Background: an optimization exercise with open tools, aiming at small area. Do not read the settings as production practice.
Only simulation tests tie the RTL to the original design; equivalence was not proved.
No driver is modelled on the clock port, so clock power and skew are understated where the tree is cut down; a real chip needs a root buffer or a tree.
No activity file was given, so power comes from the tool's default toggle rates.

==> inputs of 10-04 <==
## top
module top(
    input clk,
    input rst,
    input start,
    input [7:0] txin,
    output reg tx, 
    input rx,
    output [7:0] rxout,
    output rxdone, 
    output txdone
);
parameter clk_value = 100_000;
parameter baud = 9600;
parameter wait_count = clk_value / baud;
reg bitDone;
integer count;
parameter idle = 0, send = 1, check = 2;
reg [1:0] state;
always@(posedge clk) begin
    if(rst) begin
        bitDone <= 1'b0;
        count   <= 0;
    end else if(state == idle) begin 
        count <= 0;
    end else begin
        if(count == wait_count) begin
            bitDone <= 1'b1;
            count   <= 0;  
        end else begin
            count   <= count + 1;
            bitDone <= 1'b0;  
        end    
    end
end
reg [9:0] txData;   
integer bitIndex;
reg [9:0] shifttx;
always@(posedge clk) begin
    if(rst) begin
        state    <= idle;
        tx       <= 1'b1;
        txData   <= 0;
        bitIndex <= 0;
        shifttx  <= 0;
    end else
    case(state)
        idle: begin
            tx       <= 1'b1;
            txData   <= 0;
            bitIndex <= 0;
            shifttx  <= 0;
            if(start == 1'b1) begin
                txData <= {1'b1, txin, 1'b0};  
                state  <= send;
            end else begin
                state <= idle;
            end
        end
        send: begin
            tx      <= (bitIndex <= 9) ? txData[bitIndex] : 1'b1;
            state   <= check;
            shifttx <= {((bitIndex <= 9) ? txData[bitIndex] : 1'b1), shifttx[9:1]};
        end
        check: begin
            if(bitIndex <= 9) begin
                if(bitDone == 1'b1) begin
                    state <= send;
                    bitIndex <= bitIndex + 1;
                end
  ...
==> module top, before the edit <==
module top(
    input clk,
    input rst,
    input start,
    input [7:0] txin,
    output reg tx, 
    input rx,
    output [7:0] rxout,
    output rxdone, 
    output txdone
);
parameter clk_value = 100_000;
parameter baud = 9600;
parameter wait_count = clk_value / baud;
reg bitDone;
integer count;
parameter idle = 0, send = 1, check = 2;
reg [1:0] state;
always@(posedge clk) begin
    if(rst) begin
        bitDone <= 1'b0;
        count   <= 0;
    end else if(state == idle) begin 
        count <= 0;
    end else begin
        if(count == wait_count) begin
            bitDone <= 1'b1;
            count   <= 0;  
        end else begin
            count   <= count + 1;
            bitDone <= 1'b0;  
        end    
    end
end
reg [9:0] txData;   
integer bitIndex;
reg [9:0] shifttx;
always@(posedge clk) begin
    if(rst) begin
        state    <= idle;
        tx       <= 1'b1;
        txData   <= 0;
        bitIndex <= 0;
        shifttx  <= 0;
    end else
    case(state)
        idle: begin
            tx       <= 1'b1;
            txData   <= 0;
            bitIndex <= 0;
            shifttx  <= 0;
            if(start == 1'b1) begin
                txData <= {1'b1, txin, 1'b0};  
                state  <= send;
            end else begin
                state <= idle;
            end
        end
        send: begin
            tx      <= (bitIndex <= 9) ? txData[bitIndex] : 1'b1;
            state   <= check;
            shifttx <= {((bitIndex <= 9) ? txData[bitIndex] : 1'b1), shifttx[9:1]};
        end
        check: begin
            if(bitIndex <= 9) begin
                if(bitDone == 1'b1) begin
                    state <= send;
                    bitIndex <= bitIndex + 1;
                end
            end else begin
                state <= idle;
                bitIndex <= 0;
            end
        end
        default: state <= idle;
    endcase
end
assign txdone = (bitIndex == 9 && bitDone == 1'b1) ? 1'b1 : 1'b0;
integer rcount;
integer rindex;
parameter ridle = 0, rwait = 1, recv = 2;
reg [1:0] rstate;
reg [9:0] rxdata;
always@(posedge clk) begin
    if(rst) begin
        rstate <= ridle;
        rxdata <= 0;
        rindex <= 0;
        rcount <= 0;
    end else
    case(rstate)
        ridle: begin
            rxdata <= 0;
            rindex <= 0;
            rcount <= 0;
            if(rx == 1'b0) begin
                rstate <= rwait;
            end else begin
                rstate <= ridle;
            end
        end
        rwait: begin
            if(rcount < wait_count / 2) begin
                rcount <= rcount + 1;
                rstate <= rwait;
            end else begin
                rcount <= 0;
                rstate <= recv;
                rxdata <= {rxdata[8:0], rx};  
            end
        end
        recv: begin
            if(rindex <= 9) begin
                if(bitDone == 1'b1) begin
                    rindex <= rindex + 1;
                    rstate <= rwait;
                end
            end else begin
                rstate <= ridle;
                rindex <= 0;
            end
        end
        default: rstate <= ridle;
    endcase
end
assign rxout = rxdata[8:1];  
assign rxdone = (rindex == 9 && bitDone == 1'b1) ? 1'b1 : 1'b0;
endmodule
clock: 5.0 ns
lec_check: 0
cap_margin: 20
core_margin: 2
core_utilization: 40
slew_margin: 20
run.sh (not shown) runs the stock make flow with config.mk's settings and CLKGATE_MAP_FILE= SYNTH_SCRIPT=/design/flow/synth_recipe.tcl, a recipe that flattens the netlist after the stock synthesis.
==> 03-24 (differences from 10-04) <==
==> flow/design.v (replaced) <==
`timescale 1ns / 1ps
module top(
    input clk,
    input rst,
    input start,
    input [7:0] txin,
    output reg tx,
    input rx,
    output [7:0] rxout,
    output rxdone,
    output txdone
);
parameter clk_value = 100_000;
parameter baud = 9600;
parameter wait_count = clk_value / baud;
reg [3:0] tcnt;
reg [3:0] tidx;
reg [7:0] sh;       
wire tidle  = ~tidx[3] & ~tidx[2];                   
wire tload  = tidle | rst;
wire bitDone = tcnt[3] & ~tcnt[2] & ~tcnt[1] & ~tcnt[0];
wire tc9    = tcnt[3] & ~tcnt[2] & tcnt[0];           
wire twrap  = tcnt[3] & tcnt[1];                     
wire tfirst = tcnt[3] & tcnt[2] & ~tcnt[0];          
always @(posedge clk) begin
    tcnt[0] <= ~tload & ~tcnt[0] & ~twrap;
    tcnt[1] <= ~tload & (tcnt[0] ? ~tcnt[1] : (tcnt[1] & ~tcnt[3]));
    tcnt[2] <= tload | (~tcnt[3] & (tcnt[2] ^ (tcnt[1] & tcnt[0]))) | (tcnt[3] & tcnt[2] & ~tcnt[0]);
    tcnt[3] <= tload | (tcnt[3] & ~tcnt[1]) | (tcnt[2] & tcnt[1] & tcnt[0]);
end
always @(posedge clk) begin
    if (rst) tidx <= 4'd0;
    else if (tidle) tidx <= start ? 4'd5 : 4'd0;
    else if (twrap) tidx <= tidx + 4'd1;
end
always @(posedge clk) begin
    if (tidle) sh <= txin;
    else sh <= {sh[2:0], sh[7:3]};
end
always @(posedge clk) begin
    if (rst | tidle) tx <= 1'b1;
    else if (tfirst) tx <= 1'b0;
    else if (tc9) tx <= (tidx[3] & tidx[2] & tidx[1]) | sh[4];
end
assign txdone = bitDone & (&tidx);
reg [2:0] rsub;
reg [3:0] rindex;
reg [8:0] rxdata;
wire ridle = ~rsub[2] & ~rsub[1] & ~rsub[0];
wire recv  = rsub[2] & ~rsub[1] & ~rsub[0];
wire smp   = rsub[2] & rsub[1] & ~rsub[0];
wire rlast = rindex[3] & rindex[1];    
wire radv  = recv & bitDone;
always @(posedge clk) begin
    rsub[2] <= ~rst & (rsub[1] | (recv & ~bitDone & ~rlast));
    rsub[1] <= ~rst & rsub[0];
    rsub[0] <= ~rst & (ridle ? ~rx : recv ? (bitDone & ~rlast) : (rsub[2] ^ rsub[1]));
end
always @(posedge clk) begin
    if (ridle) rindex <= 4'd0;
    else if (radv) begin
        rindex[0] <= ~rindex[0];
        rindex[1] <= rindex[1] ^ rindex[0];
        rindex[2] <= rindex[2] ^ (rindex[1] & rindex[0]);
        rindex[3] <= rindex[3] | (rindex[2] & rindex[1] & rindex[0]);
    end
end
wire rclr = rst | ridle;
wire rhold = ~rclr & ~smp;
always @(posedge clk) begin
    rxdata <= ({9{smp & ~rst}} & {rxdata[7:0], rx}) | ({9{rhold}} & rxdata);
end
assign rxout = rxdata[8:1];
assign rxdone = bitDone & rindex[3] & rindex[0];    
endmodule
==> flow/flow/run.sh (new file) <==
#!/bin/bash
# ORFS layout through the standard.sh, with three changes:
#  - synthesis maps the logic with an area-oriented ABC script (flow/area.abc)
#    and without half/full-adder cells; registers are mapped as usual;
#  - the port buffers are buf_1 cells;
#  - the clock tree is built without dummy loads.
set -euo pipefail
here=$(pwd)
flowdir=$here/flow

# Synthesis script: ORFS's synth.tcl with the ABC script swapped, then what
# synth_recipe.tcl does after it.
sed "s#log_cmd abc {\*}\$abc_args#lset abc_args 1 $flowdir/area.abc; log_cmd abc {*}\$abc_args#" \
    "$FLOW_HOME/scripts/synth.tcl" > "$here/area_synth.tcl"
grep -q "area.abc" "$here/area_synth.tcl"
sed "s#source \$::env(SCRIPTS_DIR)/synth.tcl#source $here/area_synth.tcl#" \
    "$here/synth_recipe.tcl" > "$here/my_synth.tcl"
grep -q "area_synth.tcl" "$here/my_synth.tcl"
sed "s#SYNTH_SCRIPT=[^ ]*synth_recipe.tcl#SYNTH_SCRIPT=$here/my_synth.tcl ADDER_MAP_FILE=#" \
    "$here/standard.sh" > "$here/my_standard.sh"
grep -q "my_synth.tcl" "$here/my_standard.sh"

export BUFFER_PORTS_ARGS="-buffer_cell sky130_fd_sc_hd__buf_1"
export CTS_ARGS="-repair_clock_nets -dont_use_dummy_load -root_buf sky130_fd_sc_hd__clkbuf_4 -buf_list sky130_fd_sc_hd__clkbuf_4"
bash "$here/my_standard.sh" > "$here/flow.log" 2>&1
==> flow/flow/area.abc (new file) <==
strash
dc2
&get -n
&deepsyn -T 20
&dch -f
&nf -R 1000 -p
&put
topo
==> flow/standard.sh (new file) <==
#!/bin/bash
# synth_recipe.tcl (not shown) runs the flow's synth.tcl, then flattens the netlist and writes it again
# the make line also repeats each setting of config.mk as NAME=value (left out here)
make -C /OpenROAD-flow-scripts/flow DESIGN_CONFIG=/design/flow/config.mk WORK_HOME=/design/flow/orfs CLKGATE_MAP_FILE= SYNTH_SCRIPT=/design/flow/synth_recipe.tcl "${@:-finish}"
removed: flow/run.sh
==> results.yml <==
outcome:
  status: "timing/DRC/antenna clean"
clock_tree:
  root_buffer: "clkbuf_16"
  clkLatencyLatePin_ps: 430
placement:
  place_inst: 1160
  hpwl_um: 11800
pwr:
  p_seq_frac: 0.467
  p_total_mw: 2.64
  switching_share: 0.255
  p_comb_mw: 0.115
critical_path:
  crit_fanout: 8
synth:
  synth-xor-area-share: 0.0735
  muxShareOfSynthArea: 0.0120
  ys_types: 65
floorplan:
  die_area_um2: 20200
  core_area_um2: 18700
  n_tap_cell: 234
layout:
  top_area_cell_class: "multi-input combinational cells"
  buffers: 31
grt:
  grt_pass1_wl_um: 30100
The numbers above come from 10-04.

==> results.yml <==
outcome:
  status: "timing/DRC/antenna clean"
pwr:
  p_seq_frac: 0.643
  p_total_mw: 0.445
  p_comb_mw: 0.0341
  switching_share: 0.237
synth:
  muxShareOfSynthArea: 0.0740
  synth-xor-area-share: 0.0216
layout:
  buffers: 22
  top_area_cell_class: "registers"
grt:
  grt_pass1_wl_um: 3430
floorplan:
  core_area_um2: 2980
  n_tap_cell: 33
placement:
  place_inst: 168
  hpwl_um: 1480
clock_tree:
  root_buffer: "clkbuf_4"
The numbers above come from 03-24.


==> run Y <==
top, a different RTL version from the one above (not shown whole).
==> module top, before the edit <==
module top(
    input clk,
    input rst,
    input start,
    input [7:0] txin,
    output reg tx,
    input rx,
    output [7:0] rxout,
    output rxdone,
    output txdone
);
parameter clk_value = 100_000;
parameter baud = 9600;
parameter wait_count = clk_value / baud;
reg [3:0] tcnt;
reg [3:0] L;
reg [7:0] sh;       
wire tidle  = ~(L[3] | L[2] | L[1] | L[0]);
wire tload  = tidle | rst;
wire bitDone = (tcnt[0] & ~tcnt[1] & ~tcnt[2]);
wire tc9 = (tcnt[0] & ~tcnt[1] & ~tcnt[3]);
wire twrap = (tcnt[0] & tcnt[1] & ~tcnt[3]);
wire tfirst = (~tcnt[1] & ~tcnt[2] & ~tcnt[3]);
always @(posedge clk) begin
    tcnt[0] <= (~tcnt[1] & ~tload);
    tcnt[1] <= (tcnt[2] & ~tload);
    tcnt[2] <= ~((~tcnt[0] & tcnt[3]) | (tload) | (tcnt[1] & tcnt[2] & ~tcnt[3]));
    tcnt[3] <= (~tcnt[0] & ~tload);
end
wire tend  = twrap & (~L[2] & ~L[3]);        
wire tkill = rst | tend;
wire tgo   = tidle & start;
always @(posedge clk) begin
    L[3] <= ~tkill & (L[2] | tgo);
    L[2] <= ~tkill & (L[1]);
    L[1] <= ~tkill & (L[0] | tgo);
    L[0] <= ~tkill & ((L[3] ^ L[2]) | tgo);
end
always @(posedge clk) begin
    if (tidle) sh <= txin;
    else sh <= {sh[2:0], sh[7:3]};
end
wire tstop = (L[0] & ~L[2] & ~L[3]);    
always @(posedge clk) begin
    if (rst | tidle) tx <= 1'b1;
    else if (tfirst) tx <= 1'b0;
    else if (tc9) tx <= tstop | sh[4];
end
assign txdone = bitDone & (~L[0] & ~L[1]);
reg [2:0] rsub;
reg [3:0] rindex;
reg [8:0] rxdata;
wire ridle = (rsub[0] & ~rsub[1] & ~rsub[2]);
wire recv = (rsub[0] & ~rsub[1] & rsub[2]);
wire smp = (rsub[0] & rsub[1] & ~rsub[2]);
wire rlast = (rindex[0] & ~rindex[1] & ~rindex[3]);    
wire radv  = recv & bitDone;
always @(posedge clk) begin
    rsub[0] <= ~((~rsub[1] & ~rsub[2] & ~rx & ~rst) | (~rsub[0] & ~rsub[2] & ~rst) | (rsub[0] & rsub[1] & rsub[2] & ~rst) | (rsub[0] & rsub[2] & bitDone & ~rlast & ~rst));
    rsub[1] <= (~rsub[0] & ~rst);
    rsub[2] <= (rsub[1] & ~rst) | (rsub[0] & rsub[2] & ~bitDone & ~rlast & ~rst);
end
always @(posedge clk) begin
    rindex[0] <= ~((~rindex[0] & ~radv & ~ridle) | (rindex[0] & radv));
    rindex[1] <= ~((~rindex[3] & radv) | (~rindex[1] & ~radv & ~ridle) | (rindex[0] & ~rindex[1] & ~ridle));
    rindex[2] <= (rindex[2] & ~radv & ~ridle) | (~rindex[1] & radv);
    rindex[3] <= (rindex[3] & ~radv & ~ridle) | (~rindex[2] & radv);
end
wire rclr = rst | ridle;
wire rhold = ~rclr & ~smp;
always @(posedge clk) begin
    rxdata <= ({9{smp & ~rst}} & {rxdata[7:0], rx}) | ({9{rhold}} & rxdata);
end
assign rxout = rxdata[8:1];
assign rxdone = bitDone & (~rindex[0] & rindex[2] & ~rindex[3]);    
endmodule
==> flow/config.mk <==
export PLATFORM = sky130hd
export DESIGN_NAME = top
export DESIGN_NICKNAME = top
export VERILOG_FILES = /design/flow/design.v
export SDC_FILE = /design/flow/constraint.sdc
export NUM_CORES = 4
export LEC_CHECK = 0
export CAP_MARGIN = 0
export CORE_MARGIN = 2
export CORE_UTILIZATION = 35
export SLEW_MARGIN = 0
==> flow/constraint.sdc <==
create_clock -name core_clock -period 5.0 [get_ports {clk}]
set_input_delay 1.0000 -clock core_clock [delete_from_list [all_inputs] [get_ports {clk}]]
set_output_delay 1.0000 -clock core_clock [all_outputs]
set_load 0.01 [all_outputs]
standard.sh (not shown) runs the stock make flow with config.mk's settings and CLKGATE_MAP_FILE= SYNTH_SCRIPT=/design/flow/synth_recipe.tcl, a recipe that flattens the netlist after the stock synthesis.
==> flow/flow/run.sh <==
#!/bin/bash
# ORFS layout through the standard.sh, with these changes:
#  - synthesis maps the logic with an area-oriented ABC script (flow/area.abc)
#    and without half/full-adder cells, then turns each mux2 cell into an
#    a22o cell with one inverter per select net (flow/mux2a22o.v); registers
#    are mapped as usual;
#  - the port buffers are buf_1 cells;
#  - the clock tree is one buffer (flow/post_cts.tcl), the smallest cell of
#    CLOCK_ROOT_CELLS that keeps the clock pins' slew well inside the limit.
# If a try does not finish (the detailed router can get stuck on a last
# violation), the layout is made again from scratch with another core
# utilization.
set -uo pipefail
here=$(pwd)
flowdir=$here/flow

# Synthesis script: ORFS's synth.tcl with the ABC script swapped, then what
# synth_recipe.tcl does after it.
sed "s#log_cmd abc {\*}\$abc_args#lset abc_args 1 $flowdir/area.abc; log_cmd abc {*}\$abc_args; techmap -map $flowdir/mux2a22o.v; opt_merge -share_all; opt_clean#" \
    "$FLOW_HOME/scripts/synth.tcl" > "$here/area_synth.tcl"
grep -q "area.abc" "$here/area_synth.tcl" || exit 1
sed "s#source \$::env(SCRIPTS_DIR)/synth.tcl#source $here/area_synth.tcl#" \
    "$here/synth_recipe.tcl" > "$here/my_synth.tcl"
grep -q "area_synth.tcl" "$here/my_synth.tcl" || exit 1
sed "s#SYNTH_SCRIPT=[^ ]*synth_recipe.tcl#SYNTH_SCRIPT=$here/my_synth.tcl ADDER_MAP_FILE=#" \
    "$here/standard.sh" > "$here/my_standard.sh"
grep -q "my_synth.tcl" "$here/my_standard.sh" || exit 1

export BUFFER_PORTS_ARGS="-buffer_cell sky130_fd_sc_hd__buf_1"
export CTS_ARGS="-sink_clustering_enable -repair_clock_nets -dont_use_dummy_load"
export POST_CTS_TCL=$flowdir/post_cts.tcl
export CLOCK_ROOT_CELL=sky130_fd_sc_hd__buf_12
export CLOCK_ROOT_CELLS="sky130_fd_sc_hd__buf_8 sky130_fd_sc_hd__buf_12"

try=0
for util in "" 30 45; do
  try=$((try + 1))
  rm -rf "$here/orfs" "$here/out/final.def"
  if [[ -n "$util" ]]; then extra="CORE_UTILIZATION=$util"; else extra=""; fi
  setsid bash "$here/my_standard.sh" $extra finish > "$here/flow_try$try.log" 2>&1 &
  pid=$!
  for ((s = 0; s < 600; s += 5)); do
    kill -0 "$pid" 2>/dev/null || break
    sleep 5
  done
  if kill -0 "$pid" 2>/dev/null; then
    kill -TERM -- "-$pid" 2>/dev/null
    sleep 10
    kill -KILL -- "-$pid" 2>/dev/null
  fi
  wait "$pid"
  status=$?
  if [[ $status -eq 0 && -f "$here/out/final.def" ]]; then
    exit 0
  fi
  echo "try $try (utilization ${util:-default}) did not finish" >&2
done
exit 1
==> flow/flow/area.abc <==
strash
dc2
&get -n
&deepsyn -I 5 -J 100
&dch -f
&nf -R 1000 -p
&put
topo
==> flow/flow/mux2a22o.v <==
// A mux2 cell becomes an a22o cell fed by the select through two inverters
// (the select's two polarities); opt_merge -share_all then keeps one pair of
// inverters per select net, so the select itself drives a single input.
module sky130_fd_sc_hd__mux2_1 (input A0, input A1, input S, output X);
  wire sn, sp;
  sky130_fd_sc_hd__clkinv_1 _TECHMAP_REPLACE_.invn (.A(S), .Y(sn));
  sky130_fd_sc_hd__clkinv_1 _TECHMAP_REPLACE_.invp (.A(sn), .Y(sp));
  sky130_fd_sc_hd__a22o_1 _TECHMAP_REPLACE_.ao (.A1(A1), .A2(sp), .B1(A0), .B2(sn), .X(X));
endmodule
==> flow/flow/post_cts.tcl <==
# Replace the clock tree that CTS built by one buffer: every clock sink is
# moved to the root buffer's output, the other tree buffers are removed, and
# the root buffer is given the cell in CLOCK_ROOT_CELL.
set block [ord::get_db_block]
set db [ord::get_db]
set clknet [[$block findBTerm clk] getNet]
set roots {}
foreach it [$clknet getITerms] {
  if { [$it isInputSignal] } { lappend roots [$it getInst] }
}
if { [llength $roots] != 1 } { error "expected one root clock buffer, found [llength $roots]" }
set root [lindex $roots 0]
set rootnet [[$root findITerm X] getNet]
set removed 0
set again 1
while { $again } {
  set again 0
  foreach it [$rootnet getITerms] {
    if { ![$it isInputSignal] } { continue }
    set inst [$it getInst]
    set mname [[$inst getMaster] getName]
    if { ![string match "sky130_fd_sc_hd__clkbuf_*" $mname] } { continue }
    set outnet [[$inst findITerm X] getNet]
    foreach sink [$outnet getITerms] {
      if { [$sink getInst] == $inst } { continue }
      $sink disconnect
      $sink connect $rootnet
    }
    $it disconnect
    odb::dbInst_destroy $inst
    odb::dbNet_destroy $outnet
    incr removed
    set again 1
    break
  }
}
$root swapMaster [$db findMaster $::env(CLOCK_ROOT_CELL)]
# Put the buffer at the centre of its sinks; detailed_placement legalizes it.
set sx 0
set sy 0
set n 0
foreach it [$rootnet getITerms] {
  if { ![$it isInputSignal] } { continue }
  set bb [[$it getInst] getBBox]
  set sx [expr { $sx + ([$bb xMin] + [$bb xMax]) / 2 }]
  set sy [expr { $sy + ([$bb yMin] + [$bb yMax]) / 2 }]
  incr n
}
if { $n > 0 } {
  $root setLocation [expr { $sx / $n }] [expr { $sy / $n }]
}
puts "post_cts: removed $removed clock buffers, root [$root getName] is $::env(CLOCK_ROOT_CELL)"
detailed_placement
estimate_parasitics -placement

proc worst_clock_slew { } {
  set worst 0
  foreach pin [get_pins -hierarchical */CLK] {
    set s [get_property $pin slew_max]
    if { $s > $worst } { set worst $s }
  }
  return $worst
}
# Try the cells of CLOCK_ROOT_CELLS from the smallest and keep the first whose
# estimate stays below 132 ps (about 125 ps once routed); else clkbuf_16.
set chosen ""
foreach cell $::env(CLOCK_ROOT_CELLS) {
  $root swapMaster [$db findMaster $cell]
  detailed_placement
  estimate_parasitics -placement
  set slew [worst_clock_slew]
  puts "post_cts: $cell gives a worst clock pin slew estimate of [format %.1f [expr { $slew * 1000 }]] ps"
  if { $slew <= 0.132 } { set chosen $cell; break }
}
if { $chosen eq "" } {
  $root swapMaster [$db findMaster sky130_fd_sc_hd__clkbuf_16]
  detailed_placement
  estimate_parasitics -placement
  set chosen sky130_fd_sc_hd__clkbuf_16
}
puts "post_cts: root is $chosen"
report_clock_min_period
==> inputs of run E, as changes to run Y <==
--- a/flow/design.v
+++ b/flow/design.v
@@ -52,19 +52,19 @@
 reg [3:0] rindex;
 reg [8:0] rxdata;
-wire ridle = (rsub[0] & ~rsub[1] & ~rsub[2]);
-wire recv = (rsub[0] & ~rsub[1] & rsub[2]);
-wire smp = (rsub[0] & rsub[1] & ~rsub[2]);
-wire rlast = (rindex[0] & ~rindex[1] & ~rindex[3]);    
+wire ridle = ~rsub[2] & ~rsub[1] & ~rsub[0];
+wire recv  = rsub[2] & ~rsub[1] & ~rsub[0];
+wire smp   = rsub[2] & rsub[1] & ~rsub[0];
+wire rlast = (~rindex[1] & rindex[2] & ~rindex[3]);    
 wire radv  = recv & bitDone;
 always @(posedge clk) begin
-    rsub[0] <= ~((~rsub[1] & ~rsub[2] & ~rx & ~rst) | (~rsub[0] & ~rsub[2] & ~rst) | (rsub[0] & rsub[1] & rsub[2] & ~rst) | (rsub[0] & rsub[2] & bitDone & ~rlast & ~rst));
-    rsub[1] <= (~rsub[0] & ~rst);
-    rsub[2] <= (rsub[1] & ~rst) | (rsub[0] & rsub[2] & ~bitDone & ~rlast & ~rst);
+    rsub[2] <= ~rst & (rsub[1] | (recv & ~bitDone & ~rlast));
+    rsub[1] <= ~rst & rsub[0];
+    rsub[0] <= ~rst & (ridle ? ~rx : recv ? (bitDone & ~rlast) : (rsub[2] ^ rsub[1]));
 end
 always @(posedge clk) begin
-    rindex[0] <= ~((~rindex[0] & ~radv & ~ridle) | (rindex[0] & radv));
-    rindex[1] <= ~((~rindex[3] & radv) | (~rindex[1] & ~radv & ~ridle) | (rindex[0] & ~rindex[1] & ~ridle));
-    rindex[2] <= (rindex[2] & ~radv & ~ridle) | (~rindex[1] & radv);
-    rindex[3] <= (rindex[3] & ~radv & ~ridle) | (~rindex[2] & radv);
+    rindex[0] <= ~((~rindex[0] & ~radv) | (rindex[1] & ~rindex[2] & radv) | (ridle));
+    rindex[1] <= (rindex[1] & ~radv & ~ridle) | (~rindex[2] & radv);
+    rindex[2] <= (rindex[2] & ~radv & ~ridle) | (~rindex[3] & radv);
+    rindex[3] <= ~((~rindex[3] & ~radv & ~ridle) | (rindex[0] & radv));
 end
 wire rclr = rst | ridle;
@@ -74,4 +74,4 @@
 end
 assign rxout = rxdata[8:1];
-assign rxdone = bitDone & (~rindex[0] & rindex[2] & ~rindex[3]);    
+assign rxdone = bitDone & (rindex[0] & rindex[1] & rindex[2]);    
 endmodule
==> flow/flow/run.sh (replaced) <==
#!/bin/bash
# ORFS layout through the standard.sh, with three changes:
#  - synthesis maps the logic with an area-oriented ABC script (flow/area.abc)
#    and without half/full-adder cells; registers are mapped as usual;
#  - the port buffers are buf_1 cells;
#  - the clock tree is one buffer (flow/post_cts.tcl) of cell CLOCK_ROOT_CELL.
set -euo pipefail
here=$(pwd)
flowdir=$here/flow

# Synthesis script: ORFS's synth.tcl with the ABC script swapped, then what
# synth_recipe.tcl does after it.
sed "s#log_cmd abc {\*}\$abc_args#lset abc_args 1 $flowdir/area.abc; log_cmd abc {*}\$abc_args#" \
    "$FLOW_HOME/scripts/synth.tcl" > "$here/area_synth.tcl"
grep -q "area.abc" "$here/area_synth.tcl"
sed "s#source \$::env(SCRIPTS_DIR)/synth.tcl#source $here/area_synth.tcl#" \
    "$here/synth_recipe.tcl" > "$here/my_synth.tcl"
grep -q "area_synth.tcl" "$here/my_synth.tcl"
sed "s#SYNTH_SCRIPT=[^ ]*synth_recipe.tcl#SYNTH_SCRIPT=$here/my_synth.tcl ADDER_MAP_FILE=#" \
    "$here/standard.sh" > "$here/my_standard.sh"
grep -q "my_synth.tcl" "$here/my_standard.sh"

export BUFFER_PORTS_ARGS="-buffer_cell sky130_fd_sc_hd__buf_1"
export CTS_ARGS="-sink_clustering_enable -repair_clock_nets -dont_use_dummy_load"
export POST_CTS_TCL=$flowdir/post_cts.tcl
export CLOCK_ROOT_CELL=${CLOCK_ROOT_CELL:-sky130_fd_sc_hd__clkbuf_16}
bash "$here/my_standard.sh" > "$here/flow.log" 2>&1
==> flow/flow/area.abc (replaced) <==
strash
dc2
&get -n
&deepsyn -T 20
&dch -f
&nf -R 1000 -p
&put
topo
==> flow/flow/post_cts.tcl (replaced) <==
# Replace the clock tree that CTS built by one buffer: every clock sink is
# moved to the root buffer's output, the other tree buffers are removed, and
# the root buffer is given the cell in CLOCK_ROOT_CELL.
set block [ord::get_db_block]
set db [ord::get_db]
set clknet [[$block findBTerm clk] getNet]
set roots {}
foreach it [$clknet getITerms] {
  if { [$it isInputSignal] } { lappend roots [$it getInst] }
}
if { [llength $roots] != 1 } { error "expected one root clock buffer, found [llength $roots]" }
set root [lindex $roots 0]
set rootnet [[$root findITerm X] getNet]
set removed 0
set again 1
while { $again } {
  set again 0
  foreach it [$rootnet getITerms] {
    if { ![$it isInputSignal] } { continue }
    set inst [$it getInst]
    set mname [[$inst getMaster] getName]
    if { ![string match "sky130_fd_sc_hd__clkbuf_*" $mname] } { continue }
    set outnet [[$inst findITerm X] getNet]
    foreach sink [$outnet getITerms] {
      if { [$sink getInst] == $inst } { continue }
      $sink disconnect
      $sink connect $rootnet
    }
    $it disconnect
    odb::dbInst_destroy $inst
    odb::dbNet_destroy $outnet
    incr removed
    set again 1
    break
  }
}
$root swapMaster [$db findMaster $::env(CLOCK_ROOT_CELL)]
puts "post_cts: removed $removed clock buffers, root [$root getName] is $::env(CLOCK_ROOT_CELL)"
detailed_placement
estimate_parasitics -placement
report_clock_min_period
removed: flow/flow/mux2a22o.v
==> notes <==
Run Y ran to the end with no violations. Run E produced a clean layout.
Of run Y and run E, run E has the higher via count (gap 5.9%, measured against run E).
Register-to-register slack: run Y is better than run E (0.03 ns).
In run Y the combinational power is larger than in run E, by about 4%.
Between run E and run Y, the lower non-clock buffer count is in run Y (gap 1).
Between run E and run Y, the lower synthesized area is in run Y (gap 3.4%, measured against run Y).
Flip-flop and latch count is the same in run E and run Y.
Between run E and run Y, the lower synthesized cell count is in run Y (gap about 0.9%, measured against run Y).
In run E the core utilization is lower than in run Y, by 0.70 points.
Worst hold slack is about the same in run Y and run E.
Between run Y and run E, the lower die area is in run Y (gap about 3%, measured against run E).

-- separate check: timing with driven ports --
No port has a modelled driver above. Below, the same layouts with a new extraction and two added sets of constraints. Step 1, drivers: a clkbuf_16 drives clk and a buf_2 each remaining input, both assumed. Step 2 moves the port delays by t, midway between the first and last clock arrival at a register: inputs arrive t later, outputs are due t later. That takes back most of the time a late clock gives input paths. a / b / c = ideal / step 1 / step 2; a / b = the first two.
run	t (ns)	setup WS [ns]	slew at the worst register clock pin (ns)
10-04	0.471	1.255 / 1.211 / 1.682	0.07 / 0.07
03-24	0.338	2.097 / 2.076 / 2.414	0.09 / 0.09
run Y	0.173	2.506 / 2.476 / 2.650	0.12 / 0.12
run E	0.201	2.737 / 2.709 / 2.668	0.12 / 0.12
After both steps setup and hold are still met in every run listed. The setup slack of run E, which loses most, moves by -0.028 ns with the drivers and by -0.069 ns with both steps.
